This is an optimization exercise on Yosys and OpenROAD, whose aim is small area, not a production implementation.
At most, simulation tests tie the RTL to the original design; equivalence was not proved.

==> module busmux, before the edit <==
module busmux #(
    parameter DATAW = 32
) (
    input  wire               i_clk,
    input  wire               i_rst,
    input  wire               i_stb,
    input  wire               i_we,
    input  wire [7:0]         i_addr,
    input  wire [(DATAW-1):0] i_data,
    output wire               o_ack,
    output wire [(DATAW-1):0] o_data,
    output wire               o_xor
);
    localparam NREG = 14;
    function automatic [(NREG-1):0] wsel(input [1:0] g, input [2:0] s);
        begin
            wsel = {NREG{1'b0}};
            case (g)
            2'd0: wsel[s[0]] = 1'b1;
            2'd1: if (s[1:0] != 2'd3) wsel[2 + s[1:0]] = 1'b1;
            2'd2: wsel[5 + s[1:0]] = 1'b1;
            2'd3: if (s <= 3'd4) wsel[9 + s] = 1'b1;
            endcase
        end
    endfunction
    function automatic [(NREG-1):0] rsel(input [2:0] g, input [2:0] s);
        begin
            rsel = {NREG{1'b0}};
            case (g)
            3'd0: rsel[s[0]] = 1'b1;
            3'd1: rsel[(s[1:0] == 2'd3) ? 4 : 2 + s[1:0]] = 1'b1;
            3'd2: rsel[5 + s[1:0]] = 1'b1;
            default: rsel[(s > 3'd4) ? 13 : 9 + s] = 1'b1;
            endcase
        end
    endfunction
    reg               r_wreq;
    reg [1:0]         r_wgrp;
    reg               c_we;
    reg [1:0]         c_grp;
    reg [2:0]         c_slot;
    reg               c_rst;
    reg [(DATAW-1):0] c_data;    
    reg               ph;        
    reg [(NREG*DATAW-1):0] mem;
    reg [(NREG-1):0]       par;
    reg               r_stb;
    reg               r_ack;
    reg [(DATAW-1):0] r_data;
    assign o_ack  = r_ack;
    assign o_data = r_data;
    assign o_xor  = ^par;
    always @(posedge i_clk) begin
        r_wreq <= i_stb && i_we && !i_addr[6];
        r_wgrp <= i_addr[5:4];
        c_we   <= r_wreq;
        c_grp  <= r_wgrp;
        c_slot <= i_addr[2:0];
        c_rst  <= i_rst;
        c_data <= i_data ^ {DATAW{ph_d}};
    end
    wire ph_n = !c_rst && !ph;
    wire ph_d = !ph_n;
    always @(posedge i_clk) begin
        ph <= ph_n;
    end
    wire [(NREG-1):0] a_en  = i_rst ? {NREG{1'b1}} : (r_wreq ? wsel(r_wgrp, i_addr[2:0]) : {NREG{1'b0}});
    wire              a_par = ^i_data & !i_rst;
    wire [(NREG-1):0] par_d;
    genvar i;
    generate
        for (i = 0; i < NREG; i = i + 1) begin : g_par
            bm_hold #(.W(1)) u_par (
                .i_en  (a_en[i]),
                .i_enb (!a_en[i]),
                .i_d   (a_par),
                .i_q   (par[i]),
                .o_d   (par_d[i])
            );
        end
    endgenerate
    always @(posedge i_clk) begin
        par <= par_d;
    end
    wire [(NREG-1):0]      c_en = c_rst ? {NREG{1'b1}} : (c_we ? wsel(c_grp, c_slot) : {NREG{1'b0}});
    wire [(DATAW-1):0]     c_wn = ~c_data | {DATAW{c_rst}};
    wire [(NREG*DATAW-1):0] mem_d;
    generate
        for (i = 0; i < NREG; i = i + 1) begin : g_mem
            bm_tog #(.W(DATAW)) u_mem (
                .i_en  (c_en[i]),
                .i_enb (!c_en[i]),
                .i_dn  (c_wn),
                .i_q   (mem[i*DATAW +: DATAW]),
                .o_d   (mem_d[i*DATAW +: DATAW])
            );
        end
    endgenerate
    always @(posedge i_clk) begin
        mem <= mem_d;
    end
    wire [(DATAW-1):0] rd;
    bm_rmux #(.W(DATAW), .N(NREG)) u_rmux (
        .i_sel  (rsel(i_addr[6:4], c_slot)),
        .i_d    (mem),
        .o_d    (rd)
    );
    always @(posedge i_clk) begin
        r_data <= rd ^ {DATAW{ph}};
    end
    always @(posedge i_clk) begin
        r_stb <= i_stb;
        if (!r_ack)
            r_ack <= r_stb;
        else
            r_ack <= 1'b0;
    end
endmodule
==> module bm_tog, before the edit <==
module bm_tog #(
    parameter W = 32
) (
    input  wire           i_en,
    input  wire           i_enb,
    input  wire [(W-1):0] i_dn,
    input  wire [(W-1):0] i_q,
    output wire [(W-1):0] o_d
);
    assign o_d = ~((i_q | {W{i_en}}) & (i_dn | {W{i_enb}}));
endmodule
Settings: LEC_CHECK=0, CAP_MARGIN=20, CORE_MARGIN=2, CORE_UTILIZATION=40, SLEW_MARGIN=20, SYNTH_HIERARCHICAL=1; clock period 6.0 ns.
run.sh (not shown) runs the stock make flow with config.mk's settings and CLKGATE_MAP_FILE= SYNTH_SCRIPT=/design/flow/synth_recipe.tcl, a recipe that flattens the netlist after the stock synthesis.
The starting point ran to the end with no violations.
Edit:
--- a/flow/design.v
+++ b/flow/design.v
@@ -37,14 +37,13 @@
     reg               r_wreq;
     reg [1:0]         r_wgrp;
     reg               c_we;
     reg [1:0]         c_grp;
     reg [2:0]         c_slot;
     reg               c_rst;
-    reg [(DATAW-1):0] c_data;    
-    reg               ph;        
+    reg [(DATAW-1):0] c_data;
     reg [(NREG*DATAW-1):0] mem;
     reg [(NREG-1):0]       par;
     reg               r_stb;
     reg               r_ack;
     reg [(DATAW-1):0] r_data;
     assign o_ack  = r_ack;
@@ -54,18 +53,13 @@
         r_wreq <= i_stb && i_we && !i_addr[6];
         r_wgrp <= i_addr[5:4];
         c_we   <= r_wreq;
         c_grp  <= r_wgrp;
         c_slot <= i_addr[2:0];
         c_rst  <= i_rst;
-        c_data <= i_data ^ {DATAW{ph_d}};
-    end
-    wire ph_n = !c_rst && !ph;
-    wire ph_d = !ph_n;
-    always @(posedge i_clk) begin
-        ph <= ph_n;
+        c_data <= i_data;
     end
     wire [(NREG-1):0] a_en  = i_rst ? {NREG{1'b1}} : (r_wreq ? wsel(r_wgrp, i_addr[2:0]) : {NREG{1'b0}});
     wire              a_par = ^i_data & !i_rst;
     wire [(NREG-1):0] par_d;
     genvar i;
     generate
@@ -80,20 +74,20 @@
         end
     endgenerate
     always @(posedge i_clk) begin
         par <= par_d;
     end
     wire [(NREG-1):0]      c_en = c_rst ? {NREG{1'b1}} : (c_we ? wsel(c_grp, c_slot) : {NREG{1'b0}});
-    wire [(DATAW-1):0]     c_wn = ~c_data | {DATAW{c_rst}};
+    wire [(DATAW-1):0]     c_wd = c_data & {DATAW{!c_rst}};
     wire [(NREG*DATAW-1):0] mem_d;
     generate
         for (i = 0; i < NREG; i = i + 1) begin : g_mem
-            bm_tog #(.W(DATAW)) u_mem (
+            bm_hold #(.W(DATAW)) u_mem (
                 .i_en  (c_en[i]),
                 .i_enb (!c_en[i]),
-                .i_dn  (c_wn),
+                .i_d   (c_wd),
                 .i_q   (mem[i*DATAW +: DATAW]),
                 .o_d   (mem_d[i*DATAW +: DATAW])
             );
         end
     endgenerate
     always @(posedge i_clk) begin
@@ -103,13 +97,13 @@
     bm_rmux #(.W(DATAW), .N(NREG)) u_rmux (
         .i_sel  (rsel(i_addr[6:4], c_slot)),
         .i_d    (mem),
         .o_d    (rd)
     );
     always @(posedge i_clk) begin
-        r_data <= rd ^ {DATAW{ph}};
+        r_data <= rd;
     end
     always @(posedge i_clk) begin
         r_stb <= i_stb;
         if (!r_ack)
             r_ack <= r_stb;
         else
@@ -124,23 +118,12 @@
     input  wire [(W-1):0] i_d,
     input  wire [(W-1):0] i_q,
     output wire [(W-1):0] o_d
 );
     assign o_d = ({W{i_en}} & i_d) | ({W{i_enb}} & i_q);
 endmodule
-module bm_tog #(
-    parameter W = 32
-) (
-    input  wire           i_en,
-    input  wire           i_enb,
-    input  wire [(W-1):0] i_dn,
-    input  wire [(W-1):0] i_q,
-    output wire [(W-1):0] o_d
-);
-    assign o_d = ~((i_q | {W{i_en}}) & (i_dn | {W{i_enb}}));
-endmodule
 module bm_rmux #(
     parameter W = 32,
     parameter N = 14
 ) (
     input  wire [(N-1):0]   i_sel,
     input  wire [(N*W-1):0] i_d,
The changed run ran to the end with no violations.
Routed wire length grows by a few percent.
Non-clock buffer count came out higher by 4.
Design area is higher by a few percent.
Setup slack gains 0.48 ns.
Cell count decreases slightly.
For the first run of this note, only the layout was checked, not whether the RTL still works.

afterwards: timing with drivers on the ports:
In the flow no input, the clock included, has a driving cell. The finished layouts below were timed again as built, in two steps. Step 1: set_driving_cell puts a clkbuf_16 on i_clk and a buf_2 on each other input, an assumption about the parent block. Step 2 adds t to the input delays and takes it off the output delays; t is the mean of the earliest and latest rising clock arrival at the registers after step 1. Input paths then give back, and output paths get back, about the clock's delay inside the block. Three values: ideal, step 1, step 2; two values: the first two.
| run | t, ns | setup WS [ns] | worst data-port slew with drivers (ns) |
|---|---|---|---|
| the first run | 0.656 | 1.133 / 1.133 / 1.112 | 0.03 |
| the second run | 0.655 | 1.615 / 1.615 / 1.298 | 0.04 |
After both steps setup and hold are still met in every run listed. The setup slack of the second run, which loses most, moves by 0.000 ns with the drivers and by -0.317 ns with both steps.
